Context: an optimization exercise on an open-source flow, tuned for small area. The choices shown serve that exercise and are no tape-out recipe.
Only simulation tests tie the RTL to the original design; equivalence was not proved.
Power and IR drop assume default switching activity.

## flow/design.v (module list and top-level ports; edited modules follow where they fit)
// module ascii_font_8x8: 2006 lines
// module OLED_interface: 327 lines
module OLED_interface (input i_CLK,
                       input i_RST,
                       input [1:0] i_MODE,
                       input i_START,
                       input [7:0] i_TEXT_COLOR,
                       input [7:0] i_BACKGROUND_COLOR,
                       input [767:0] i_ASCII,
                       output reg o_READY,
                       output o_CS,
                       output o_MOSI,
                       output o_SCK,
                       output o_DC,
                       output reg o_RES,
                       output reg o_VCCEN,
                       output reg o_PMODEN,
                       output o_MOSI_FINAL_BIT,
                       output o_MOSI_FINAL_BYTE);
  // ...
==> flow/flow/run.sh <==
#!/bin/bash
# Own layout flow: the standard flow (standard.sh: unchanged synthesis,
# floorplan, power grid, tap cells, placement, CTS and routing) with two
# changes to how the layout is made:
#  - the port buffers that global placement inserts are sky130_fd_sc_hd__buf_1
#    instead of the cell buffer_ports picks by itself (every input and output
#    port still gets its own buffer);
#  - clock tree synthesis builds the tree from clkbuf_4 cells, with at most 12
#    registers per leaf buffer within 40 um, and adds no dummy loads.
# standard.sh writes each step's full log under orfs/logs; the make output
# goes to standard_flow.log here.
set -euo pipefail
export BUFFER_PORTS_ARGS="-buffer_cell sky130_fd_sc_hd__buf_1"
export CTS_ARGS="-sink_clustering_enable -repair_clock_nets -dont_use_dummy_load -buf_list sky130_fd_sc_hd__clkbuf_4 -sink_clustering_size 12 -sink_clustering_max_diameter 40"
bash standard.sh finish > standard_flow.log 2>&1
==> flow/standard.sh <==
#!/bin/bash
# synth_recipe.tcl (not shown) runs the flow's synth.tcl, then flattens the netlist and writes it again
# the make line also repeats each setting of config.mk as NAME=value (left out here)
make -C /OpenROAD-flow-scripts/flow DESIGN_CONFIG=/design/flow/config.mk WORK_HOME=/design/flow/orfs CLKGATE_MAP_FILE= SYNTH_SCRIPT=/design/flow/synth_recipe.tcl "${@:-finish}"
==> flow/config.mk <==
export PLATFORM = sky130hd
export DESIGN_NAME = OLED_interface
export DESIGN_NICKNAME = OLED_interface
export VERILOG_FILES = /design/flow/design.v
export SDC_FILE = /design/flow/constraint.sdc
export NUM_CORES = 4
export LEC_CHECK = 0
export ABC_AREA = 1
export CAP_MARGIN = 20
export CORE_AREA = 2 2 278 278
export DIE_AREA = 0 0 280 280
export SLEW_MARGIN = 20
export SYNTH_MEMORY_MAX_BITS = 20000
==> flow/constraint.sdc <==
create_clock -name core_clock -period 10.0 [get_ports {i_CLK}]
set_input_delay 2.0000 -clock core_clock [delete_from_list [all_inputs] [get_ports {i_CLK}]]
set_output_delay 2.0000 -clock core_clock [all_outputs]
set_load 0.01 [all_outputs]
==> results.sh, run 1 <==
export IMPL_switchingPower_mw=1.670
export IMPL_dp_slack_ns=4.906
export IMPL_buf_share=0.09214
export IMPL_hold_end="s_ring[89]"
export IMPL_timing_final_ws_setup_ns=5.713
export IMPL_io_pins=799
export IMPL_startpoint="i_MODE[0]"
export IMPL_synth_most_common_cell="dfxtp_1"
export IMPL_layout_nets=4877
export IMPL_synth_area_leader_cell="dfxtp_1"
export IMPL_largest_register_ff_count=672
export IMPL_reg2reg_from="s_ms"
export IMPL_clock_area_frac=0.02129
export IMPL_ys_warnings_count=2
export IMPL_fmax_mhz=233.3
export IMPL_cp_slowest_stage_delay_ns=0.70
export IMPL_status="timing/DRC/antenna clean"
export IMPL_critPathRequiredTime_ns=10.76
export IMPL_drt_iter0_drc=2058
export IMPL_critical_path_class="in2reg"
export IMPL_cts_setup_buffers=0
export IMPL_reg_top3="s_ring x672, s_cnt x14"
export IMPL_ir_drop_mv=0.1235
export IMPL_first_pass_iters=7
export IMPL_p_int_mw=4.393
export IMPL_vias=25420
export IMPL_worst_pin_slew_ns=1.115
export IMPL_largest_register="s_ring"
export IMPL_synth_common_cells="dfxtp_1, nand2_1, mux2i_1"
export IMPL_place_congestion=0.9888
export IMPL_critPathMaxFanout=142
export IMPL_die_h_microns=280
export IMPL_synth_ff_latch_count=757
export IMPL_buffers=816
export IMPL_relSlewSlack=0.2569
export IMPL_num_tap_cells=978
export IMPL_instances_no_fill=5038
export IMPL_skew_ns=0.1376
export IMPL_grt_pass1_wl_mm=150.2
export IMPL_async_flop_share=0.02378
export IMPL_viasPerCell=5.046
export IMPL_synth_edf_count=62
==> inputs of run 2 (changes only) <==
==> flow/flow/run.sh (replaced) <==
#!/bin/bash
# Own layout flow: the standard flow (standard.sh: unchanged synthesis,
# floorplan, power grid, tap cells, placement, CTS and routing) with two
# changes to how the layout is made:
#  - the port buffers that global placement inserts are sky130_fd_sc_hd__buf_1
#    instead of the cell buffer_ports picks by itself (every input and output
#    port still gets its own buffer);
#  - clock tree synthesis builds the tree from clkbuf_4 cells, with at most 10
#    registers per leaf buffer within 35 um, and adds no dummy loads.
# standard.sh writes each step's full log under orfs/logs; the make output
# goes to standard_flow.log here.
set -euo pipefail
export BUFFER_PORTS_ARGS="-buffer_cell sky130_fd_sc_hd__buf_1"
export CTS_ARGS="-sink_clustering_enable -repair_clock_nets -dont_use_dummy_load -buf_list sky130_fd_sc_hd__clkbuf_4 -sink_clustering_size 10 -sink_clustering_max_diameter 35"
bash standard.sh finish > standard_flow.log 2>&1
==> run 2 against run 1 <==
Against the previous run:
- setup slack lost 0.013 ns
- final cell count grew 0.32%
- flip-flop and latch count is the same
- via count grew 0.22%
- first-iteration DRC count shrank 0.97%
- total power grew 1.3%
- count of clock-buffer cells in the layout grew 15
- highest routed layer unchanged
- non-clock buffer count is the same
- combinational power is essentially flat
- wire length is essentially flat
- still clean
==> results.sh, run 2 <==
export IMPL_cts_setup_buffers=0
export IMPL_synth_top_area_frac=0.4466
export IMPL_avgSynthCellArea_sq_um=9.243
export IMPL_die_h_microns=280
export IMPL_setup_viol=0
export IMPL_p_leak_nw=13.53
export IMPL_wl_per_cell_microns=20.86
export IMPL_rr_worst_depth=9
export IMPL_hold_buffers=0
export IMPL_layout_nets=4892
export IMPL_insertion_delay_ns=0.92
export IMPL_synth_ff_latch_count=757
export IMPL_finalCritPeriodShare=0.4299
export IMPL_synthSimpleGateAreaFrac=0.1665
export IMPL_critPathRequiredTime_ns=10.78
export IMPL_synth_most_common_cell="dfxtp_1"
export IMPL_critPathLaunchType="input pin"
export IMPL_cts_made_buffers=113
export IMPL_arrival_ns=5.08
export IMPL_tns_ns=0
export IMPL_grt_overflow=0
export IMPL_dp_hpwl_mm=80.91
export IMPL_io_buffers=798
export IMPL_synth_edf_count=62
export IMPL_min_from="s_ring[153]"
export IMPL_synth_common_cells="dfxtp_1, nand2_1, mux2i_1"
export IMPL_core_region_area_sq_mm=0.07570
export IMPL_syn_inst=3283
export IMPL_track_usage=0.2584
export IMPL_cts_tree="yes"
export IMPL_vias=25480
export IMPL_synth_fp_nets=4114
export IMPL_synth_flop_cell="dfxtp_1"
export IMPL_grt_max_degree=267
export IMPL_report_final_hold_viol_count=0
export IMPL_rr_endpoint="s_ring[157]"
export IMPL_holdPathStages=1
export IMPL_critPathSlowestCell="nor2_4"
export IMPL_synthTopCellsByArea="dfxtp_1, mux2i_1, nand2_1"
export IMPL_fmax_mhz=232.6
export IMPL_synth_seq_area_share=0.5229
export IMPL_powerDensity_mw_per_mm2=177.2
export IMPL_ctsRootBufferMaster="clkbuf_4"
export IMPL_drc=0
export IMPL_first_global_vias=24190
export IMPL_async_flop_share=0.02378
export IMPL_critical_path_class="in2reg"
export IMPL_reg2reg_from="s_ms"
export IMPL_path_clk_slew_ns=0.09
export IMPL_relSlewSlack=0.2159
export IMPL_fillCellCount=7646
export IMPL_synth_compound_area_frac=0.06787
export IMPL_first_pass_iters=6
export IMPL_drt_iter0_drc=2038
export IMPL_fp_dieW_microns=280
export IMPL_yosys_area_share_adder=0.01757
export IMPL_crit_buf_inv=4
export IMPL_path_cells="buf_1 > inv_1 > ha_1 > nand2_1 > nor2_4 > buf_4 > buf_12 > mux2i_1"
export IMPL_grt_pass1_wl_mm=150.7
export IMPL_ys_warnings_count=2
export IMPL_min_period_ns=4.299
export IMPL_final_common_cell="buf_1"
export IMPL_die_area_sq_mm=0.07840
export IMPL_synth_top_family_by_area="simple AND/OR/NAND/NOR gates"
export IMPL_routed_wl_mm=105.4
export IMPL_skew_ns=0.1465
export IMPL_multiInputGateArea_sq_mm=0.01265
export IMPL_synth_area_sq_mm=0.03034
export IMPL_viasPerCell=5.042
export IMPL_synth_area_leader_cell="dfxtp_1"
export IMPL_rsz0062_at_grt="false"
export IMPL_place_congestion=0.9888
export IMPL_reg_top3="s_ring x672, s_cnt x14"
export IMPL_antenna_found_initial=22
export IMPL_cp_slowest_stage_delay_ns=0.69
export IMPL_r2r_slack_ns=5.79
export IMPL_worst_pin_slew_ns=1.176
export IMPL_largest_register_ff_count=672
export IMPL_status="timing/DRC/antenna clean"
export IMPL_drv_cap=0
export IMPL_antenna_left=0
export IMPL_utilization=0.4581
export IMPL_cts_repair_resized=0
export IMPL_regArea_sq_mm=0.01587
export IMPL_hold_end="s_ring[146]"
export IMPL_endpoint_kind="register"
export IMPL_area_delta_synth_final_pct=14.27
export IMPL_largest_register="s_ring"
export IMPL_clkSinkCount=757
export IMPL_io_pins=799
export IMPL_drive_above_1_share=0.04459
export IMPL_drv_slew=0
export IMPL_initial_utilization=0.4009
export IMPL_cts_buffer_depth=3
export IMPL_hold_class="reg2reg"
export IMPL_cts_max_level=3
export IMPL_rows=101
export IMPL_final_cell_mix="buf_1, dfxtp_1, nand2_1, mux2i_1, nor2_1"
export IMPL_ir_drop_mv=0.1194
export IMPL_synth_cell_types=56
export IMPL_critPathMaxFanout=142
export IMPL_crit_family="buffers and inverters"
export IMPL_muxShareOfSynthArea=0.1587
export IMPL_finalPower_mw=6.143
export IMPL_synthXorXnorAreaFrac=0.005484
-- run 2: changes by cell type in the layout (fill, tap and decap cells not counted) --
cell	before	now
diode_2	16	17
clkbuf_4	98	113
-- run 2: area by class of cell --
| type | count | area share |
|---|---|---|
| Multi-Input combinational cell | 2146 | 0.3648 |
| Sequential cell | 757 | 0.4576 |
| Clock buffer | 113 | 0.02447 |
| Inverter | 227 | 0.02479 |
| Antenna cell | 17 | 0.001227 |
| Timing Repair Buffer | 816 | 0.09184 |
| Tap cell | 978 | 0.03529 |
-- run 2: kinds of logic (layout without fill, tap and decap cells) --
logic type / count (synthesis) / after routing
multiplexers: 481 / 481
other: 0 / 17
AND/OR/NAND/NOR: 1218 / 1218
flip-flops: 757 / 757
adder cells (fa/ha/maj): 42 / 42
XOR/XNOR: 19 / 19
buffers and inverters: 380 / 1156
AO/OA/AOI/OAI: 386 / 386
-- run 2: power breakdown --
| part | internal [mW] | switching [mW] | leakage (nW) |
|---|---|---|---|
| Sequential | 3.54 | 0.205 | 6.82 |
| Clock | 0.513 | 0.960 | 0.520 |
| Combinational | 0.403 | 0.519 | 6.19 |
| Total | 4.46 | 1.68 | 13.5 |
-- run 2: routing by layer --
metal  global-route usage  wire length (microns)
met1               0.3419                  44760
met2               0.3986                  47130
met3              0.08335                  10420
met4              0.08350                   3026
met5                    0                     87
-- run 2: through the flow --
step | area (sq um) | setup slack (ns) | hold WS, ns | std cells
after CTS | 34610 | 5.777 | 0.2693 | 5036
final | 34670 | 5.701 | 0.2718 | 5054
after detailed placement | 33760 | 4.906 | 0.3878 | 4923
after floorplan | 30340 | 6.798 | 0.3831 | 3283
after global placement | 33760 | 4.970 | 0.3838 | 4923
after global routing | 34650 | 5.533 | 0.2748 | 5046
-- run 2: worst max path at each step --
stage | to | cells after the start | from
after global routing | s_ring[254] | 9 | s_ms
after CTS | s_ring[389] | 9 | s_ms
after global placement | s_ring[408] | 8 | i_START
final | s_ring[157] | 8 | i_MODE[0]
after detailed placement | s_ring[158] | 8 | i_MODE[0]
after floorplan | s_text[0] | 6 | i_MODE[0]
==> inputs of run 3 (changes only) <==
==> flow/flow/run.sh (replaced) <==
#!/bin/bash
# Own layout flow: the standard flow (standard.sh: unchanged synthesis,
# floorplan, power grid, tap cells, placement, CTS and routing) with two
# changes to how the layout is made:
#  - the port buffers that global placement inserts are sky130_fd_sc_hd__buf_1
#    instead of the cell buffer_ports picks by itself (every input and output
#    port still gets its own buffer);
#  - clock tree synthesis builds the tree from clkbuf_8 cells, with at most 20
#    registers per leaf buffer within 50 um, and adds no dummy loads.
# standard.sh writes each step's full log under orfs/logs; the make output
# goes to standard_flow.log here.
set -euo pipefail
export BUFFER_PORTS_ARGS="-buffer_cell sky130_fd_sc_hd__buf_1"
export CTS_ARGS="-sink_clustering_enable -repair_clock_nets -dont_use_dummy_load -buf_list sky130_fd_sc_hd__clkbuf_8 -sink_clustering_size 20 -sink_clustering_max_diameter 50"
bash standard.sh finish > standard_flow.log 2>&1
--- a/flow/config.mk
+++ b/flow/config.mk
@@ -10,4 +10,5 @@
 export CORE_AREA = 2 2 278 278
 export DIE_AREA = 0 0 280 280
+export PLACE_DENSITY = 0.8
 export SLEW_MARGIN = 20
 export SYNTH_MEMORY_MAX_BITS = 20000
==> run 3 against run 2 <==
Against the previous run:
- register-to-register slack improved by 0.14 ns
- combinational power increased by 3.4%
- still clean
- hold slack improved by 0.053 ns
- wire length about the same
- final cell count is 1.0% lower
==> results.sh, run 3 <==
export IMPL_core_region_area_sq_mm=0.07570
export IMPL_synth_common_cells="dfxtp_1, nand2_1, mux2i_1"
export IMPL_r2r_slack_ns=5.93
export IMPL_avgSynthCellArea_sq_um=9.243
export IMPL_synthTopCellsByArea="dfxtp_1, mux2i_1, nand2_1"
export IMPL_setup_viol=0
export IMPL_wl_per_cell_microns=21.06
export IMPL_switchingPower_mw=1.730
export IMPL_synth_edf_count=62
export IMPL_cts_tree="yes"
export IMPL_pwr_share_comb=0.151
export IMPL_cts_made_buffers=70
export IMPL_drv_cap=0
export IMPL_ctsRootBufferMaster="clkbuf_8"
export IMPL_dp_hpwl_mm=80.74
export IMPL_critPathRequiredTime_ns=10.49
export IMPL_critPathSlowestCell="inv_4"
export IMPL_die_area_sq_mm=0.07840
export IMPL_fp_dieW_microns=280
export IMPL_finalCritPeriodShare=0.4067
export IMPL_rows=101
export IMPL_antenna_left=0
export IMPL_final_common_cell="buf_1"
export IMPL_drive_above_1_share=0.03483
export IMPL_grt_pass1_wl_mm=150.4
export IMPL_utilization=0.4596
export IMPL_cts_max_level=3
export IMPL_layout_nets=4853
export IMPL_first_global_vias=24890
export IMPL_status="timing/DRC/antenna clean"
export IMPL_crit_buf_inv=4
export IMPL_hold_buffers=0
export IMPL_rsz0062_at_grt="false"
export IMPL_tns_ns=0
export IMPL_startpoint="s_char[0]"
export IMPL_first_pass_iters=9
export IMPL_clock_power_share=0.251
export IMPL_initial_utilization=0.4009
export IMPL_critPathMaxFanout=48
export IMPL_crit_family="simple AND/OR/NAND/NOR gates"
export IMPL_critPathLaunchType="register"
export IMPL_reg_top3="s_ring x672, s_cnt x14"
export IMPL_critical_path_class="reg2reg"
export IMPL_p_leak_nw=13.53
export IMPL_skew_ns=0.1011
export IMPL_synth_cell_types=56
export IMPL_io_buffers=798
export IMPL_grt_overflow=0
export IMPL_antenna_found_initial=8
export IMPL_drc=0
export IMPL_cts_setup_buffers=0
export IMPL_synth_seq_area_share=0.5229
export IMPL_path_cells="buf_4 > buf_4 > inv_4 > nand2_1 > nand2_1 > inv_1 > nand2_1 > nand2_1 > nor2_1 > nor2_1 > nor2_1 > nand3_1 > nand3_1 > nand2_1 > nand2_1 > nand3_1 > nand3_1 > nand2_1 > nand2_1"
export IMPL_switching_share=0.2746
export IMPL_reg2reg_from="s_char[0]"
export IMPL_hold_class="reg2reg"
export IMPL_routed_wl_mm=105.4
export IMPL_final_cell_mix="buf_1, dfxtp_1, nand2_1, mux2i_1, nor2_1"
export IMPL_p_int_mw=4.572
export IMPL_track_usage=0.2568
export IMPL_largest_register_ff_count=672
export IMPL_arrival_ns=4.55
export IMPL_clkSinkCount=757
export IMPL_rr_worst_depth=19
export IMPL_cp_depth=19
export IMPL_io_pins=799
export IMPL_area_delta_synth_final_pct=14.65
export IMPL_async_flop_share=0.02378
export IMPL_endpoint_kind="register"
export IMPL_dp_slack_ns=5.475
export IMPL_synth_fp_nets=4114
export IMPL_path_clk_slew_ns=0.11
export IMPL_synth_area_sq_mm=0.03034
export IMPL_powerDensity_mw_per_mm2=181.2
export IMPL_drv_slew=0
export IMPL_ys_warnings_count=2
export IMPL_crit_path_end="s_kind[0]"
export IMPL_cts_buffer_depth=3
export IMPL_crit_top_cell="nand2_1"
export IMPL_synth_area_leader_cell="dfxtp_1"
export IMPL_rr_endpoint="s_kind[0]"
export IMPL_sequentialPowerShare=0.598
export IMPL_ir_drop_mv=0.1713
export IMPL_die_h_microns=280
export IMPL_cts_repair_resized=0
export IMPL_drt_iter0_drc=2769
export IMPL_min_from="s_ring[472]"
export IMPL_min_period_ns=4.067
export IMPL_report_final_hold_viol_count=0
export IMPL_vias=25770
export IMPL_largest_register="s_ring"
export IMPL_synth_top_area_frac=0.4466
export IMPL_relSlewSlack=0.2967
export IMPL_synth_most_common_cell="dfxtp_1"
export IMPL_viasPerCell=5.152
export IMPL_syn_inst=3283
export IMPL_synth_ff_latch_count=757
export IMPL_cp_slowest_stage_delay_ns=0.53
export IMPL_worst_pin_slew_ns=1.055
export IMPL_timing_final_ws_setup_ns=5.933
export IMPL_place_congestion=1.064
export IMPL_synth_flop_cell="dfxtp_1"
export IMPL_grt_max_degree=258
export IMPL_insertion_delay_ns=0.71
export IMPL_fmax_mhz=245.9
-- run 3: cell counts after synthesis --
No cell type changed its count.
-- run 3: power groups by stage --
stage          combinational [mW]  sequential (mW)  clock (mW)
2_1_floorplan               0.652             3.71           0
3_3_place_gp                0.894             3.82           0
3_5_place_dp                0.938             3.82           0
6_report                    0.952             3.77        1.58
4_1_cts                     0.944             3.76        1.62
5_1_grt                      1.06             3.80        1.73
-- run 3: kinds of logic (layout without fill, tap and decap cells) --
logic type / after synthesis / in the layout / synth area share
simple gates: 1218 / 1218 / 0.1665
flops: 757 / 757 / 0.5229
mux: 481 / 481 / 0.1587
compound gates: 386 / 386 / 0.06787
buf+inv: 380 / 1117 / 0.06090
fa+ha+maj: 42 / 42 / 0.01757
xor+xnor: 19 / 19 / 0.005484
other cells: 0 / 5 / 0
-- run 3: layout make-up --
cell class | count | area (sq um)
multi-input cells | 2146 | 12640
well taps | 978 | 1224
diodes | 5 | 12.51
fillers | 7252 | 40910
repair buffers | 820 | 3223
clock buffers | 70 | 963.4
flip-flops and latches | 757 | 15870
inverters | 227 | 859.6
-- run 3: how the worst min path moves through the flow --
stage | endpoint | slack (ns) | cells after the start
6_report | s_ring[465] | 0.33 | 1
3_3_place_gp | s_ring[195] | 0.38 | 1
3_5_place_dp | s_ring[572] | 0.39 | 1
2_1_floorplan | s_ring[103] | 0.38 | 1
4_1_cts | s_ring[569] | 0.33 | 1
5_1_grt | s_ring[442] | 0.33 | 1
-- run 3: stage by stage --
| step | power (mW) | cells | hold slack [ns] | area, sq um |
|---|---|---|---|---|
| finish | 6.302 | 5003 | 0.3253 | 34790 |
| floorplan | 4.357 | 3283 | 0.3831 | 30340 |
| detailed placement | 4.762 | 4928 | 0.3882 | 33810 |
| CTS | 6.330 | 4998 | 0.3291 | 34770 |
| global route | 6.595 | 5002 | 0.3277 | 34790 |
| global placement | 4.717 | 4928 | 0.3845 | 33810 |
-- run 3: per-layer routing --
layer / share of wire / up-vias / track usage / routed length (microns)
met1: 0.42 / 11860 / 0.3433 / 43860
li1: - / 12290 / - / -
met4: 0.041 / 2 / 0.1063 / 4273
met2: 0.43 / 1360 / 0.3824 / 45410
met5: 0.00013 / - / 0 / 14
met3: 0.11 / 261 / 0.08144 / 11790
==> inputs of run 4 (changes only) <==
--- a/flow/config.mk
+++ b/flow/config.mk
@@ -10,5 +10,4 @@
 export CORE_AREA = 2 2 278 278
 export DIE_AREA = 0 0 280 280
-export PLACE_DENSITY = 0.8
 export SLEW_MARGIN = 20
 export SYNTH_MEMORY_MAX_BITS = 20000
==> run 4 against run 3 <==
Against the previous run:
- first-iteration DRC count is 20% lower
- register-to-register slack got worse by 0.16 ns
- via count shrank 2.3%
- clock skew up 0.025 ns
- largest power group unchanged
==> results.sh, run 4 <==
export IMPL_synthXorXnorAreaFrac=0.005484
export IMPL_grt_pass1_wl_mm=150.0
export IMPL_synthTopCellsByArea="dfxtp_1, mux2i_1, nand2_1"
export IMPL_ir_drop_mv=0.1409
export IMPL_io_buffers=798
export IMPL_setup_viol=0
export IMPL_antenna_left=0
export IMPL_synth_ff_latch_count=757
export IMPL_rows=101
export IMPL_reg_top3="s_ring x672, s_cnt x14"
export IMPL_grt_max_degree=267
export IMPL_final_common_cell="buf_1"
export IMPL_die_area_sq_mm=0.07840
export IMPL_clkSinkCount=757
export IMPL_cts_max_level=3
export IMPL_min_period_ns=4.566
export IMPL_finalCritPeriodShare=0.4566
export IMPL_tns_ns=0
export IMPL_antenna_found_initial=21
export IMPL_layout_nets=4854
export IMPL_fp_dieW_microns=280
export IMPL_hold_class="reg2reg"
export IMPL_largest_register="s_ring"
export IMPL_synth_most_common_cell="dfxtp_1"
export IMPL_ctsRootBufferMaster="clkbuf_8"
export IMPL_wl_per_cell_microns=20.98
export IMPL_report_final_hold_viol_count=0
export IMPL_critPathMaxFanout=142
export IMPL_vias=25190
export IMPL_cts_tree="yes"
export IMPL_synth_cell_types=56
export IMPL_p_leak_nw=13.55
export IMPL_critPathRequiredTime_ns=10.55
export IMPL_largest_register_ff_count=672
export IMPL_cts_setup_buffers=0
export IMPL_synth_flop_cell="dfxtp_1"
export IMPL_arrival_ns=5.11
export IMPL_hold_buffers=0
export IMPL_drive_above_1_share=0.03556
export IMPL_initial_utilization=0.4009
export IMPL_synth_area_sq_mm=0.03034
export IMPL_synthSimpleGateAreaFrac=0.1665
export IMPL_worst_pin_slew_ns=1.228
export IMPL_drv_slew=0
export IMPL_fmax_mhz=219.0
export IMPL_insertion_delay_ns=0.71
export IMPL_place_congestion=0.9888
export IMPL_multiInputGateArea_sq_mm=0.01265
export IMPL_regArea_sq_mm=0.01587
export IMPL_synth_top_area_frac=0.4466
export IMPL_yosys_area_share_adder=0.01757
export IMPL_first_pass_iters=21
export IMPL_endpoint_kind="register"
export IMPL_cts_repair_resized=0
export IMPL_synth_top_family_by_area="simple AND/OR/NAND/NOR gates"
export IMPL_fin_hold_ws_ns=0.3173
export IMPL_powerDensity_mw_per_mm2=180.8
export IMPL_syn_inst=3283
export IMPL_relSlewSlack=0.1815
export IMPL_synth_seq_area_share=0.5229
export IMPL_final_cell_mix="buf_1, dfxtp_1, nand2_1, mux2i_1, nor2_1"
export IMPL_synth_common_cells="dfxtp_1, nand2_1, mux2i_1"
export IMPL_grt_overflow=0
export IMPL_io_pins=799
export IMPL_ys_warnings_count=2
export IMPL_dp_hpwl_mm=80.91
export IMPL_viasPerCell=5.026
export IMPL_rsz0062_at_grt="false"
export IMPL_cts_made_buffers=75
export IMPL_first_global_vias=23900
export IMPL_async_flop_share=0.02378
export IMPL_drt_iter0_drc=2220
export IMPL_status="timing/DRC/antenna clean"
export IMPL_die_h_microns=280
export IMPL_synth_fp_nets=4114
export IMPL_drc=0
export IMPL_critPathLaunchType="input pin"
export IMPL_drv_cap=0
export IMPL_path_clk_slew_ns=0.11
export IMPL_synth_area_leader_cell="dfxtp_1"
export IMPL_synth_compound_area_frac=0.06787
export IMPL_routed_wl_mm=105.1
export IMPL_cts_buffer_depth=3
export IMPL_fillCellCount=7614
export IMPL_avgSynthCellArea_sq_um=9.243
export IMPL_area_delta_synth_final_pct=14.83
export IMPL_track_usage=0.2575
export IMPL_skew_ns=0.1257
export IMPL_muxShareOfSynthArea=0.1587
export IMPL_core_region_area_sq_mm=0.07570
export IMPL_critical_path_class="in2reg"
export IMPL_synth_edf_count=62
[run 4: cell counts after synthesis]
Identical to the previous run, type by type.
[run 4: final timing paths]
check,startpoint,slack (ns),depth (start not counted),endpoint
max,i_MODE[0],5.43,8,s_ring[248]
min,s_ring[201],0.32,1,s_ring[194]
max reg2reg,s_ms,5.77,9,s_ring[248]
min reg2reg,s_ring[201],0.32,1,s_ring[194]
max in group asynchronous,i_RST,7.95,2,s_state[0]
min in group asynchronous,i_RST,1.47,2,m_mosi
[run 4: cell families after synthesis]
group,count (synthesis)
simple gates,1218
flops,757
mux,481
compound gates,386
buf+inv,380
fa+ha+maj,42
xor+xnor,19
[run 4: per-stage QoR]
stage / area, sq um / worst slack [ns] / std cells / util / total power [mW]
after global routing: 34830 / 5.395 / 5004 / 0.4601 / 6.626
after floorplan: 30340 / 6.798 / 3283 / - / 4.357
after global placement: 33760 / 4.970 / 4923 / 0.4460 / 4.706
after detailed placement: 33760 / 4.906 / 4923 / 0.4460 / 4.725
after CTS: 34800 / 5.616 / 4998 / 0.4597 / 6.354
final: 34840 / 5.434 / 5011 / 0.4603 / 6.298
[run 4: power by group]
group	switching (mW)	internal, mW	total (mW)
combinational	0.519	0.403	0.922
sequential	0.206	3.54	3.75
clock	0.958	0.667	1.63
[run 4: routing by layer]
| metal | wire [microns] | up-vias | share of wire | track usage |
|---|---|---|---|---|
| li1 | - | 12310 | - | - |
| met1 | 45370 | 11570 | 0.43 | 0.3435 |
| met2 | 46510 | 1080 | 0.44 | 0.3974 |
| met3 | 9811 | 217 | 0.093 | 0.07819 |
| met4 | 3369 | 12 | 0.032 | 0.08337 |
| met5 | 88 | - | 0.00084 | 0 |
[run 4: layout make-up]
class / instances / area share
multi-input combinational: 2146 / 0.3630
inverter: 227 / 0.02467
antenna: 12 / 0.0008618
tap: 978 / 0.03512
clock buffer: 75 / 0.02962
sequential: 757 / 0.4554
timing repair buffer: 816 / 0.09139
[run 4: worst max-delay path, stage by stage]
cell and delay, ns:
buf_1 0.07, inv_1 0.09, ha_1 0.22, nand2_1 0.11, nor2_4 0.67, buf_4 0.61, buf_12 0.57, mux2i_1 0.28
==> module OLED_interface, before the edit <==
module OLED_interface (input i_CLK,
                       input i_RST,
                       input [1:0] i_MODE,
                       input i_START,
                       input [7:0] i_TEXT_COLOR,
                       input [7:0] i_BACKGROUND_COLOR,
                       input [767:0] i_ASCII,
                       output reg o_READY,
                       output o_CS,
                       output o_MOSI,
                       output o_SCK,
                       output o_DC,
                       output reg o_RES,
                       output reg o_VCCEN,
                       output reg o_PMODEN,
                       output o_MOSI_FINAL_BIT,
                       output o_MOSI_FINAL_BYTE);
    localparam [2:0] idle            = 3'd0,
                     turnon_1        = 3'd1,
                     turnon_2        = 3'd2,
                     turnon_3        = 3'd3,
                     turnon_4        = 3'd4,
                     fill_screen_1   = 3'd5,
                     pixel_display_1 = 3'd6,
                     pixel_display_2 = 3'd7;
    localparam [1:0] k_turnon = 2'd0,  
                     k_header = 2'd1,  
                     k_bg     = 2'd2,  
                     k_text   = 2'd3;  
    reg s_ms, s_SCK;
    always @(posedge i_CLK, posedge i_RST)
        if (i_RST) begin
            s_ms  <= 1'b0;
            s_SCK <= 1'b0;
        end else begin
            s_ms <= ~s_ms;
            if (s_ms)
                s_SCK <= ~s_SCK;
        end
    wire s_rise = s_ms & ~s_SCK;
    wire s_fall = s_ms & s_SCK;
    assign o_SCK = s_SCK;
    reg [2:0] s_state;
    reg       s_bstart;      
    reg       s_init;
    reg [7:0] s_text, s_bg;
    reg [13:0] s_cnt;
    wire [9:0] s_count = s_cnt[9:0];
    wire [6:0] s_pix   = s_cnt[6:0];    
    wire [3:0] s_col   = s_cnt[10:7];   
    wire [2:0] s_row   = s_cnt[13:11];  
    wire [9:0] s_inc   = s_cnt[9:0] + 10'd1;
    reg [1:0] s_kind;        
    wire s_fbyte, s_fbit;
    wire s_go   = (s_state == idle) & s_init & i_START;
    wire s_load = s_rise & s_go & (i_MODE == 2'b10);
    reg  [671:0] s_ring;
    wire [671:0] s_ring_in;
    genvar j;
    generate
        for (j = 0; j < 96; j = j + 1) begin : g_ring
            wire [7:0] c = i_ASCII[8*(95-j) +: 8];
            assign s_ring_in[7*j +: 7] = {c[6] & ~c[7], c[5] & ~c[7], c[4:0]};
        end
    endgenerate
    wire [671:0] s_ring_rot = {s_ring[6:0], s_ring[671:7]};
    always @(posedge i_CLK)
        s_ring <= ~(s_load ? s_ring_in : s_ring_rot);
    reg [1:0] s_pa;
    reg [2:0] s_prow;
    wire [3:0] s_pcol = {s_pa, ~s_SCK, s_ms};
    always @(posedge i_CLK)
        if (s_load) begin
            s_pa   <= 2'd0;
            s_prow <= 3'd0;
        end else if (s_rise) begin
            if (s_pa == 2'd2) begin
                s_pa   <= 2'd0;
                s_prow <= s_prow + 3'd1;
            end else
                s_pa <= s_pa + 2'd1;
        end
    reg [6:0] s_char;        
    always @(posedge i_CLK)
        if (s_pcol == s_col && s_prow == s_row)
            s_char <= s_ms ? s_ring[6:0] : ~s_ring[6:0];
    wire s_pixel;
    ascii_font_8x8 font (.i_CODE(s_char), .i_PIX(s_pix[5:0]), .o_PIXEL(s_pixel));
    always @(posedge i_CLK, posedge i_RST)
        if (i_RST) begin
            s_state  <= idle;
            s_bstart <= 1'b0;
            s_init   <= 1'b0;
            o_RES    <= 1'b1;
            o_VCCEN  <= 1'b0;
            o_PMODEN <= 1'b0;
            o_READY  <= 1'b0;
        end else if (s_rise) begin
            case (s_state)
                idle: begin
                    s_bstart <= 1'b0;
                    o_RES    <= 1'b1;
                    if (!s_init) begin
                        s_state <= turnon_1;
                        o_READY <= 1'b0;
                    end else if (i_START) begin
                        o_READY <= 1'b0;
                        case (i_MODE)
                            2'b00: s_state <= turnon_1;
                            2'b01: s_state <= fill_screen_1;
                            2'b10: s_state <= pixel_display_1;
                            default: ;
                        endcase
                    end else
                        o_READY <= 1'b1;
                end
                turnon_1: begin
                    o_RES <= 1'b0;
                    if (s_count >= 10'd19)
                        s_state <= turnon_2;
                end
                turnon_2: begin
                    o_RES    <= 1'b1;
                    o_VCCEN  <= 1'b1;
                    o_PMODEN <= 1'b1;
                    if (s_count >= 10'd19)
                        s_state <= turnon_3;
                end
                turnon_3: begin
                    s_bstart <= 1'b1;
                    s_state  <= turnon_4;
                end
                turnon_4: begin
                    s_bstart <= 1'b0;
                    if (s_count >= 10'd999) begin
                        s_state <= idle;
                        s_init  <= 1'b1;
                    end
                end
                fill_screen_1: begin
                    s_bstart <= 1'b1;
                    s_state  <= idle;
                end
                pixel_display_1: begin
                    s_bstart <= 1'b1;
                    s_state  <= pixel_display_2;
                end
                pixel_display_2: begin
                    if (s_fbyte && s_fbit) begin
                        if (s_pix[6]) begin
                            if (s_row == 3'd7 && s_col == 4'd11)
                                s_state <= idle;
                            else
                                s_state <= pixel_display_1;
                            s_bstart <= 1'b0;
                        end else
                            s_bstart <= 1'b1;
                    end else
                        s_bstart <= 1'b0;
                end
            endcase
        end
    always @(posedge i_CLK)
        if (s_rise)
            case (s_state)
                idle: begin
                    s_cnt <= 14'd0;
                    if (s_init && i_START) begin
                        if (i_MODE == 2'b01)
                            s_bg <= i_BACKGROUND_COLOR;
                        if (i_MODE == 2'b10) begin
                            s_text <= i_TEXT_COLOR;
                            s_bg   <= i_BACKGROUND_COLOR;
                        end
                    end
                end
                turnon_1, turnon_2, turnon_4:
                    s_cnt[9:0] <= (s_count >= (s_state == turnon_4 ? 10'd999 : 10'd19)) ? 10'd0 : s_inc;
                turnon_3:
                    s_kind <= k_turnon;
                fill_screen_1:
                    s_kind <= k_bg;
                pixel_display_1: begin
                    s_kind     <= k_header;
                    s_cnt[6:0] <= 7'd0;
                end
                pixel_display_2:
                    if (s_fbyte && s_fbit) begin
                        if (s_pix[6]) begin
                            if (s_col == 4'd11) begin
                                s_cnt[10:7]  <= 4'd0;
                                s_cnt[13:11] <= s_row + 3'd1;
                            end else
                                s_cnt[10:7]  <= s_col + 4'd1;
                        end else begin
                            s_kind     <= s_pixel ? k_text : k_bg;
                            s_cnt[6:0] <= s_inc[6:0];
                        end
                    end
                default: ;
            endcase
    reg       b_state;       
    reg       b_start;       
    reg       b_dc;
    reg       b_fbyte;
    reg [7:0] b_data;
    reg [2:0] b_pos;
    wire [7:0] s_byte0 = (s_kind == k_turnon) ? 8'hAF :
                         (s_kind == k_header) ? 8'h15 :
                         (s_kind == k_bg)     ? s_bg  : s_text;
    reg [7:0] b_next;
    always @*
        case (b_pos)
            3'd1:    b_next = {1'b0, s_col, 3'b000};
            3'd2:    b_next = {1'b0, s_col, 3'b111};
            3'd3:    b_next = 8'h75;
            3'd4:    b_next = {2'b00, s_row, 3'b000};
            3'd5:    b_next = {2'b00, s_row, 3'b111};
            3'd6:    b_next = 8'hA0;
            default: b_next = 8'h20;
        endcase
    wire b_done = (b_pos == 3'd0);
    wire b_penu = (b_pos == 3'd5) | (b_pos == 3'd7);
    wire [2:0] b_pos0 = s_kind[1] ? 3'd0 : (s_kind == k_turnon) ? 3'd6 : 3'd1;
    always @(posedge i_CLK, posedge i_RST)
        if (i_RST) begin
            b_state <= 1'b0;
            b_start <= 1'b0;
            b_fbyte <= 1'b0;
        end else if (s_rise) begin
            if (!b_state) begin
                if (s_bstart) begin
                    b_fbyte <= s_kind[1];
                    b_state <= 1'b1;
                    b_start <= 1'b1;
                end else
                    b_fbyte <= 1'b0;
            end else if (s_fbit) begin
                if (b_penu)
                    b_fbyte <= 1'b1;
                if (b_done) begin
                    b_state <= 1'b0;
                    b_start <= s_bstart;
                end
            end
        end
    always @(posedge i_CLK)
        if (s_rise) begin
            if (!b_state) begin
                if (s_bstart) begin
                    b_data <= s_byte0;
                    b_dc   <= s_kind[1];
                    b_pos  <= b_pos0;
                end
            end else if (s_fbit) begin
                if (b_done) begin
                    if (s_bstart) begin
                        b_data <= s_byte0;
                        b_dc   <= s_kind[1];
                    end
                end else begin
                    b_data <= b_next;
                    b_dc   <= 1'b0;
                    b_pos  <= b_penu ? 3'd0 : b_pos + 3'd1;
                end
            end
        end
    reg       m_state;
    reg       m_mosi, m_cs, m_dc, m_fbit;
    reg [7:0] m_data;
    reg [2:0] m_bit;
    always @(posedge i_CLK, posedge i_RST)
        if (i_RST) begin
            m_state <= 1'b0;
            m_mosi  <= 1'b0;
            m_cs    <= 1'b1;
            m_dc    <= 1'b0;
            m_fbit  <= 1'b0;
        end else if (s_fall) begin
            if (!m_state) begin
                m_fbit <= 1'b0;
                if (b_start) begin
                    m_state <= 1'b1;
                    m_mosi  <= b_data[7];
                    m_cs    <= 1'b0;
                    m_dc    <= b_dc;
                end else
                    m_cs <= 1'b1;
            end else begin
                m_mosi <= m_data[7];
                if (m_bit == 3'd0) begin
                    m_dc   <= b_dc;
                    m_fbit <= 1'b0;
                end else if (m_bit == 3'd6)
                    m_fbit <= 1'b1;
                else if (m_bit == 3'd7) begin
                    m_fbit <= 1'b0;
                    if (!b_start)
                        m_state <= 1'b0;
                end
            end
        end
    always @(posedge i_CLK)
        if (s_fall) begin
            if (!m_state) begin
                if (b_start) begin
                    m_bit  <= 3'd1;
                    m_data <= {b_data[6:0], 1'b0};
                end
            end else if (m_bit == 3'd7) begin
                if (b_start) begin
                    m_bit  <= 3'd0;
                    m_data <= b_data;
                end
            end else begin
                m_bit  <= m_bit + 3'd1;
                m_data <= {m_data[6:0], 1'b0};
            end
        end
    assign o_MOSI            = m_mosi;
    assign o_CS              = m_cs;
    assign o_DC              = m_dc;
    assign o_MOSI_FINAL_BIT  = m_fbit;
    assign o_MOSI_FINAL_BYTE = b_fbyte;
    assign s_fbit            = m_fbit;
    assign s_fbyte           = b_fbyte;
endmodule
==> inputs of run 5 (changes only) <==
--- a/flow/design.v
+++ b/flow/design.v
@@ -2057,4 +2057,8 @@
     wire [2:0] s_row   = s_cnt[13:11];  
     wire [9:0] s_inc   = s_cnt[9:0] + 10'd1;
+    wire s_end19  = s_cnt[4] & s_cnt[1] & s_cnt[0];
+    wire s_end999 = &{s_cnt[9:5], s_cnt[2:0]};
+    wire s_lastcol = s_col[3] & s_col[1] & s_col[0];
+    wire s_lastrow = &s_row;
     reg [1:0] s_kind;        
     wire s_fbyte, s_fbit;
@@ -2081,5 +2085,5 @@
             s_prow <= 3'd0;
         end else if (s_rise) begin
-            if (s_pa == 2'd2) begin
+            if (s_pa[1]) begin
                 s_pa   <= 2'd0;
                 s_prow <= s_prow + 3'd1;
@@ -2123,5 +2127,5 @@
                 turnon_1: begin
                     o_RES <= 1'b0;
-                    if (s_count >= 10'd19)
+                    if (s_end19)
                         s_state <= turnon_2;
                 end
@@ -2130,5 +2134,5 @@
                     o_VCCEN  <= 1'b1;
                     o_PMODEN <= 1'b1;
-                    if (s_count >= 10'd19)
+                    if (s_end19)
                         s_state <= turnon_3;
                 end
@@ -2139,5 +2143,5 @@
                 turnon_4: begin
                     s_bstart <= 1'b0;
-                    if (s_count >= 10'd999) begin
+                    if (s_end999) begin
                         s_state <= idle;
                         s_init  <= 1'b1;
@@ -2155,5 +2159,5 @@
                     if (s_fbyte && s_fbit) begin
                         if (s_pix[6]) begin
-                            if (s_row == 3'd7 && s_col == 4'd11)
+                            if (s_lastrow && s_lastcol)
                                 s_state <= idle;
                             else
@@ -2182,5 +2186,5 @@
                 end
                 turnon_1, turnon_2, turnon_4:
-                    s_cnt[9:0] <= (s_count >= (s_state == turnon_4 ? 10'd999 : 10'd19)) ? 10'd0 : s_inc;
+                    s_cnt[9:0] <= (s_state == turnon_4 ? s_end999 : s_end19) ? 10'd0 : s_inc;
                 turnon_3:
                     s_kind <= k_turnon;
@@ -2194,5 +2198,5 @@
                     if (s_fbyte && s_fbit) begin
                         if (s_pix[6]) begin
-                            if (s_col == 4'd11) begin
+                            if (s_lastcol) begin
                                 s_cnt[10:7]  <= 4'd0;
                                 s_cnt[13:11] <= s_row + 3'd1;
@@ -2227,5 +2231,5 @@
         endcase
     wire b_done = (b_pos == 3'd0);
-    wire b_penu = (b_pos == 3'd5) | (b_pos == 3'd7);
+    wire b_penu = b_pos[2] & b_pos[0];    
     wire [2:0] b_pos0 = s_kind[1] ? 3'd0 : (s_kind == k_turnon) ? 3'd6 : 3'd1;
     always @(posedge i_CLK, posedge i_RST)
==> flow/flow/run.sh (replaced) <==
#!/bin/bash
# Own layout flow: the standard flow (standard.sh: unchanged synthesis,
# floorplan, power grid, tap cells, placement, CTS and routing) with two
# changes to how the layout is made:
#  - the port buffers that global placement inserts are sky130_fd_sc_hd__buf_1
#    instead of the cell buffer_ports picks by itself (every input and output
#    port still gets its own buffer);
#  - clock tree synthesis builds the tree from clkbuf_2 cells, with at most 6
#    registers per leaf buffer within 25 um, and adds no dummy loads.
# standard.sh writes each step's full log under orfs/logs; the make output
# goes to standard_flow.log here.
set -euo pipefail
export BUFFER_PORTS_ARGS="-buffer_cell sky130_fd_sc_hd__buf_1"
export CTS_ARGS="-sink_clustering_enable -repair_clock_nets -dont_use_dummy_load -buf_list sky130_fd_sc_hd__clkbuf_2 -sink_clustering_size 6 -sink_clustering_max_diameter 25"
bash standard.sh finish > standard_flow.log 2>&1
==> run 5 against run 4 <==
Against the previous run:
- clock power shrank 4%
- critical path depth is the same
- die area is the same
- critical path type is now reg2reg
==> results.sh, run 5 <==
export IMPL_status="timing/DRC/antenna clean"
export IMPL_synth_area_sq_mm=0.03013
export IMPL_drc=0
export IMPL_instances_no_fill=5130
export IMPL_track_usage=0.2699
export IMPL_ys_warnings_count=2
export IMPL_grt_busiest_layer="met2"
export IMPL_grt_max_degree=143
export IMPL_fillCellCount=7681
export IMPL_place_congestion=1.030
export IMPL_synth_fp_nets=4107
export IMPL_report_final_hold_viol_count=0
export IMPL_viasPerCell=5.028
export IMPL_sequentialPowerShare=0.637
export IMPL_switching_share=0.2421
export IMPL_antenna_found_initial=11
export IMPL_synth_edf_count=62
export IMPL_fmax_mhz=206.2
export IMPL_fin_hold_ws_ns=0.1616
export IMPL_critPathMaxFanout=142
export IMPL_cts_tree="yes"
export IMPL_cts_max_level=4
export IMPL_area_delta_synth_final_pct=14.85
export IMPL_syn_inst=3284
export IMPL_arrival_ns=5.88
export IMPL_path_cells="inv_2 > nor2_2 > nand2_1 > nor2_4 > buf_12 > buf_4 > buf_12 > mux2i_1"
export IMPL_cts_buffer_depth=3
export IMPL_drv_slew=0
export IMPL_grt_util_met1=0.3413
export IMPL_async_flop_share=0.02378
export IMPL_crit_buf_inv=4
export IMPL_grt_overflow=0
export IMPL_io_pins=799
export IMPL_final_common_cell="buf_1"
export IMPL_largest_register_ff_count=672
export IMPL_grt_pass1_wl_mm=155.8
export IMPL_dp_hpwl_mm=83.34
export IMPL_avgSynthCellArea_sq_um=9.174
export IMPL_relSlewSlack=0.2788
export IMPL_cts_made_buffers=191
export IMPL_hold_buffers=0
export IMPL_holdPathStages=1
export IMPL_first_pass_iters=7
export IMPL_cts_repair_resized=0
export IMPL_synth_top_area_frac=0.4499
export IMPL_fp_dieW_microns=280
export IMPL_drive_above_1_share=0.06108
export IMPL_die_area_sq_mm=0.07840
export IMPL_synth_area_leader_cell="dfxtp_1"
export IMPL_synth_most_common_cell="dfxtp_1"
export IMPL_utilization=0.4571
export IMPL_clkSinkCount=757
export IMPL_largest_register="s_ring"
export IMPL_cp_slowest_stage_delay_ns=0.87
export IMPL_reg2reg_from="s_ms"
export IMPL_cts_setup_buffers=0
export IMPL_insertion_delay_ns=1.42
export IMPL_rr_worst_depth=8
export IMPL_drt_iter0_drc=1998
export IMPL_die_h_microns=280
export IMPL_critPathSlowestCell="buf_4"
export IMPL_reg_top3="s_ring x672, s_cnt x14"
export IMPL_synth_flop_cell="dfxtp_1"
export IMPL_r2r_slack_ns=5.15
export IMPL_timing_final_ws_setup_ns=5.151
export IMPL_finalCritPeriodShare=0.4849
export IMPL_use_met2=0.4286
export IMPL_first_global_vias=24830
export IMPL_synthTopCellsByArea="dfxtp_1, mux2i_1, nand2_1"
export IMPL_critical_path_class="reg2reg"
export IMPL_worst_pin_slew_ns=1.082
export IMPL_initial_utilization=0.3980
export IMPL_dp_slack_ns=4.375
export IMPL_rows=101
export IMPL_endpoint_kind="register"
export IMPL_tns_ns=0
export IMPL_grt_use_met3=0.07861
export IMPL_min_from="s_ring[431]"
export IMPL_p_leak_nw=13.59
export IMPL_hold_class="reg2reg"
export IMPL_rsz0062_at_grt="false"
export IMPL_rr_endpoint="s_ring[290]"
export IMPL_crit_family="buffers and inverters"
export IMPL_setup_viol=0
export IMPL_placed_cells=4929
export IMPL_switchingPower_mw=1.159
export IMPL_final_cell_mix="buf_1, dfxtp_1, nand2_1, mux2i_1, nor2_1"
export IMPL_critPathRequiredTime_ns=11.03
export IMPL_min_period_ns=4.849
export IMPL_synth_ff_latch_count=757
export IMPL_ctsRootBufferMaster="clkbuf_2"
export IMPL_wl_per_cell_microns=21.28
export IMPL_antenna_left=0
export IMPL_pwr_share_comb=0.038
export IMPL_layout_nets=4967
export IMPL_synth_cell_types=52
export IMPL_io_buffers=798
export IMPL_hold_end="s_ring[424]"
export IMPL_drv_cap=0
export IMPL_powerDensity_mw_per_mm2=138.3
export IMPL_synth_common_cells="dfxtp_1, nand2_1, mux2i_1"
export IMPL_skew_ns=0.3115
export IMPL_ir_drop_mv=0.1007
export IMPL_p_int_mw=3.628
export IMPL_path_clk_slew_ns=0.11
export IMPL_core_region_area_sq_mm=0.07570
export IMPL_synth_seq_area_share=0.5267
export IMPL_critPathLaunchType="register"
export IMPL_routed_wl_mm=109.2
export IMPL_crit_top_cell="buf_12"
export IMPL_vias=25790
export IMPL_clock_power_share=0.325
[run 5: cell types whose count changed in the layout (fill, tap and decap cells not counted), sizes merged, moves of 3 or more]
| cell | change |
|---|---|
| a21oi | +4 |
| a31oi | -3 |
| buf | +10 |
| clkbuf | +116 |
| ha | -8 |
| inv | +6 |
| nand3 | -14 |
| nand3b | -3 |
| nor2 | +3 |
| nor3 | +4 |
| o211ai | -4 |
| o21a | +3 |
| o21ai | +9 |
| xnor2 | -4 |
[run 5: worst max path at each step]
| stage | slack (ns) | endpoint | start | cells past startpoint |
|---|---|---|---|---|
| after detailed placement | 4.38 | s_ring[116] | i_MODE[0] | 9 |
| after global placement | 4.45 | s_ring[394] | i_MODE[0] | 9 |
| final | 5.15 | s_ring[290] | s_ms | 8 |
| after floorplan | 6.60 | s_bg[0] | i_MODE[0] | 4 |
| after CTS | 5.27 | s_ring[290] | s_ms | 8 |
| after global routing | 4.94 | s_ring[288] | s_ms | 8 |
[run 5: layer usage]
metal  wire [microns]  part of all wire
met1            45430              0.42
met2            50190              0.46
met4             4106             0.038
met3             9379             0.086
met5               56           0.00051
[run 5: cell families (layout without fill, tap and decap cells)]
| family | after synthesis | after routing | share of synthesized area |
|---|---|---|---|
| compound gates | 398 | 398 | 0.07027 |
| flops | 757 | 757 | 0.5267 |
| other cells | 0 | 10 | 0 |
| simple gates | 1205 | 1205 | 0.1625 |
| xor+xnor | 17 | 17 | 0.004942 |
| buf+inv | 393 | 1251 | 0.06172 |
| mux | 480 | 480 | 0.1595 |
| fa+ha+maj | 34 | 34 | 0.01437 |
[run 5: worst reg2reg max path: stages (launching register included)]
cell and delay [ns]:
dfrtp_1 0.72, inv_2 0.10, nor2_2 0.47, nand2_1 0.23, nor2_4 0.26, buf_12 0.64
buf_4 0.96, buf_12 0.70, mux2i_1 0.53
[run 5: metrics by stage]
stage	power, mW	instance area (sq um)
5_1_grt	5.025	34600
4_1_cts	4.869	34560
6_report	4.787	34600
3_5_place_dp	3.298	33610
3_3_place_gp	3.299	33610
2_1_floorplan	3.152	30130
[run 5: layout make-up]
| type | count | area [sq um] | area share |
|---|---|---|---|
| inverters | 234 | 885.9 | 0.02560 |
| diodes | 10 | 25.02 | 0.0007232 |
| clock buffers | 191 | 955.9 | 0.02763 |
| repair buffers | 826 | 3234 | 0.09348 |
| multi-input cells | 2134 | 12410 | 0.3586 |
| flip-flops and latches | 757 | 15870 | 0.4586 |
| well taps | 978 | 1224 | 0.03537 |
[run 5: power by group through the flow]
stage          registers, mW  clock network [mW]  logic, mW
6_report                3.05                1.56      0.181
3_5_place_dp            3.12                   0      0.180
5_1_grt                 3.05                1.78      0.199
3_3_place_gp            3.12                   0      0.180
2_1_floorplan           3.12                   0     0.0338
4_1_cts                 3.05                1.64      0.180
==> inputs of run 6 (changes only) <==
==> flow/flow/run.sh (replaced) <==
#!/bin/bash
# Own layout flow: the standard flow (standard.sh: unchanged synthesis,
# floorplan, power grid, tap cells, placement, CTS and routing) with two
# changes to how the layout is made:
#  - the port buffers that global placement inserts are sky130_fd_sc_hd__buf_1
#    instead of the cell buffer_ports picks by itself (every input and output
#    port still gets its own buffer);
#  - clock tree synthesis builds the tree from clkbuf_4 cells, with at most 10
#    registers per leaf buffer within 35 um, and adds no dummy loads.
# standard.sh writes each step's full log under orfs/logs; the make output
# goes to standard_flow.log here.
set -euo pipefail
export BUFFER_PORTS_ARGS="-buffer_cell sky130_fd_sc_hd__buf_1"
export CTS_ARGS="-sink_clustering_enable -repair_clock_nets -dont_use_dummy_load -buf_list sky130_fd_sc_hd__clkbuf_4 -sink_clustering_size 10 -sink_clustering_max_diameter 35"
bash standard.sh finish > standard_flow.log 2>&1
==> run 6 against run 5 <==
Against the previous run:
- die area stayed put
- sequential power hardly changed
- global-route usage is 0.35 points lower
- total power is 1.7% lower
==> results.sh, run 6 <==
export IMPL_cts_buffer_depth=3
export IMPL_grt_max_degree=143
export IMPL_final_common_cell="buf_1"
export IMPL_status="timing/DRC/antenna clean"
export IMPL_synth_area_sq_mm=0.03013
export IMPL_initial_utilization=0.3980
export IMPL_routed_wl_mm=108.6
export IMPL_synth_cell_types=52
export IMPL_tns_ns=0
export IMPL_drv_cap=0
export IMPL_final_cell_mix="buf_1, dfxtp_1, nand2_1, mux2i_1, nor2_1"
export IMPL_critPathRequiredTime_ns=10.68
export IMPL_die_h_microns=280
export IMPL_largest_register_ff_count=672
export IMPL_p_leak_nw=13.32
export IMPL_synth_seq_area_share=0.5267
export IMPL_finalPower_mw=4.707
export IMPL_powerDensity_mw_per_mm2=136.5
export IMPL_drt_iter0_drc=1987
export IMPL_cts_tree="yes"
export IMPL_hold_buffers=0
export IMPL_placed_cells=4929
export IMPL_rsz0062_at_grt="false"
export IMPL_first_global_vias=24250
export IMPL_first_pass_iters=6
export IMPL_path_clk_slew_ns=0.10
export IMPL_grt_overflow=0
export IMPL_utilization=0.4557
export IMPL_track_usage=0.2664
export IMPL_placed_cell_area_sq_mm=0.03361
export IMPL_endpoint_kind="register"
export IMPL_syn_inst=3284
export IMPL_crit_top_cell="buf_12"
export IMPL_die_area_sq_mm=0.07840
export IMPL_final_cell_area_sq_mm=0.03449
export IMPL_area_delta_synth_final_pct=14.49
export IMPL_path_cells="buf_1 > inv_1 > ha_1 > nand2_2 > nor2_4 > buf_12 > buf_4 > buf_12 > mux2i_1"
export IMPL_synth_most_common_cell="dfxtp_1"
export IMPL_cts_setup_buffers=0
export IMPL_min_period_ns=4.811
export IMPL_synth_area_leader_cell="dfxtp_1"
export IMPL_reg_top3="s_ring x672, s_cnt x14"
export IMPL_crit_buf_inv=5
export IMPL_ir_drop_mv=0.09061
export IMPL_instances_no_fill=5050
export IMPL_viasPerCell=5.070
export IMPL_cts_max_level=3
export IMPL_report_final_hold_viol_count=0
export IMPL_wl_per_cell_microns=21.50
export IMPL_io_buffers=798
export IMPL_critPathSlowestCell="buf_4"
export IMPL_synth_flop_cell="dfxtp_1"
export IMPL_async_flop_share=0.02378
export IMPL_relSlewSlack=0.2842
export IMPL_skew_ns=0.1693
export IMPL_arrival_ns=5.49
export IMPL_synth_edf_count=62
export IMPL_synth_top_area_frac=0.4499
export IMPL_rows=101
export IMPL_io_pins=799
export IMPL_dp_hpwl_mm=83.34
export IMPL_drive_above_1_share=0.04330
export IMPL_antenna_found_initial=13
export IMPL_avgSynthCellArea_sq_um=9.174
export IMPL_clkSinkCount=757
export IMPL_hold_class="reg2reg"
export IMPL_drv_slew=0
export IMPL_crit_family="buffers and inverters"
export IMPL_layout_nets=4890
export IMPL_fin_hold_ws_ns=0.2873
export IMPL_synth_fp_nets=4107
export IMPL_core_region_area_sq_mm=0.07570
export IMPL_finalCritPeriodShare=0.4811
export IMPL_critPathLaunchType="input pin"
export IMPL_synthTopCellsByArea="dfxtp_1, mux2i_1, nand2_1"
export IMPL_vias=25600
export IMPL_drc=0
export IMPL_timing_final_ws_setup_ns=5.189
export IMPL_synth_common_cells="dfxtp_1, nand2_1, mux2i_1"
export IMPL_ctsRootBufferMaster="clkbuf_4"
export IMPL_cts_made_buffers=114
export IMPL_synth_ff_latch_count=757
export IMPL_fmax_mhz=207.8
export IMPL_worst_pin_slew_ns=1.074
export IMPL_setup_viol=0
export IMPL_dp_slack_ns=4.375
export IMPL_insertion_delay_ns=0.93
export IMPL_cp_slowest_stage_delay_ns=0.87
export IMPL_ys_warnings_count=2
export IMPL_critical_path_class="in2reg"
export IMPL_antenna_left=0
export IMPL_fillCellCount=7635
export IMPL_place_congestion=1.030
export IMPL_critPathMaxFanout=142
export IMPL_fp_dieW_microns=280
export IMPL_largest_register="s_ring"
export IMPL_grt_pass1_wl_mm=154.3
export IMPL_cts_repair_resized=0
[run 6: cell counts after synthesis]
No cell type changed its count.
[run 6: final timing paths]
kind / startpoint / to / slack [ns] / cells past startpoint
max: i_MODE[0] / s_ring[296] / 5.19 / 9
min: s_ring[202] / s_ring[195] / 0.29 / 1
max reg2reg: s_ms / s_ring[296] / 5.23 / 8
min reg2reg: s_ring[202] / s_ring[195] / 0.29 / 1
max in group asynchronous: i_RST / o_READY / 8.18 / 2
min in group asynchronous: i_RST / b_start / 1.27 / 2
[run 6: final cells by class]
cell class / count / area, sq um / share of cell area
clock buffers: 114 / 855.8 / 0.02481
diodes: 7 / 17.52 / 0.0005078
repair buffers: 826 / 3234 / 0.09377
inverters: 234 / 885.9 / 0.02568
well taps: 978 / 1224 / 0.03548
multi-input cells: 2134 / 12410 / 0.3597
flip-flops and latches: 757 / 15870 / 0.4600
[run 6: layer usage]
layer / GRT usage / routed length, microns / vias to the layer above
met5: 0 / 108 / -
met1: 0.3422 / 45700 / 11720
met3: 0.06595 / 8802 / 270
met2: 0.4278 / 49580 / 1188
li1: - / - / 12410
met4: 0.1093 / 4365 / 12
[run 6: kinds of logic (layout without fill, tap and decap cells)]
| family | count (synthesis) | in the layout | share of synthesized area |
|---|---|---|---|
| mux | 480 | 480 | 0.1595 |
| buf+inv | 393 | 1174 | 0.06172 |
| simple gates | 1205 | 1205 | 0.1625 |
| other cells | 0 | 7 | 0 |
| compound gates | 398 | 398 | 0.07027 |
| xor+xnor | 17 | 17 | 0.004942 |
| fa+ha+maj | 34 | 34 | 0.01437 |
| flops | 757 | 757 | 0.5267 |
[run 6: power by group]
group | leakage [nW] | internal [mW] | total [mW] | switching (mW)
logic | 5.85 | 0.0843 | 0.181 | 0.0963
clock network | 0.525 | 0.517 | 1.48 | 0.960
registers | 6.95 | 3.05 | 3.05 | 0
total | 13.3 | 3.65 | 4.71 | 1.06

## afterwards: timing with drivers on the ports
Ports are ideal in the flow. The routed layouts listed here were re-timed in OpenROAD.
Step 1 sets driving cells, clkbuf_16 on the clock port and buf_2 on the other inputs (assumed; they add their load-dependent delay and slew).
Step 2, shift: input delay + t, output delay - t, t = (earliest + latest rising clock arrival at the registers) / 2. This alone moves slack from input paths to output paths.
Three values: ideal, step 1, step 2; two values: the first two.
run	t (ns)	setup WS [ns]	worst setup path after step 2	latest minus earliest clock arrival (ns)
run 1	0.931	5.713 / 5.730 / 4.799	input to register	0.162 / 0.162
run 2	0.943	5.701 / 5.729 / 4.786	input to register	0.213 / 0.214
run 3	0.701	5.933 / 5.933 / 5.369	input to register	0.139 / 0.138
run 4	0.721	5.434 / 5.463 / 4.742	input to register	0.160 / 0.160
run 5	1.325	5.151 / 5.151 / 4.262	input to register	0.350 / 0.350
run 6	0.916	5.189 / 5.227 / 4.314	input to register	0.194 / 0.194
Clock arrivals are far apart in run 5, so t is only a midpoint there and step 2 fits no single register. For run 2, which loses most, drivers alone change the setup slack by +0.028 ns; drivers and shift together by -0.915 ns.
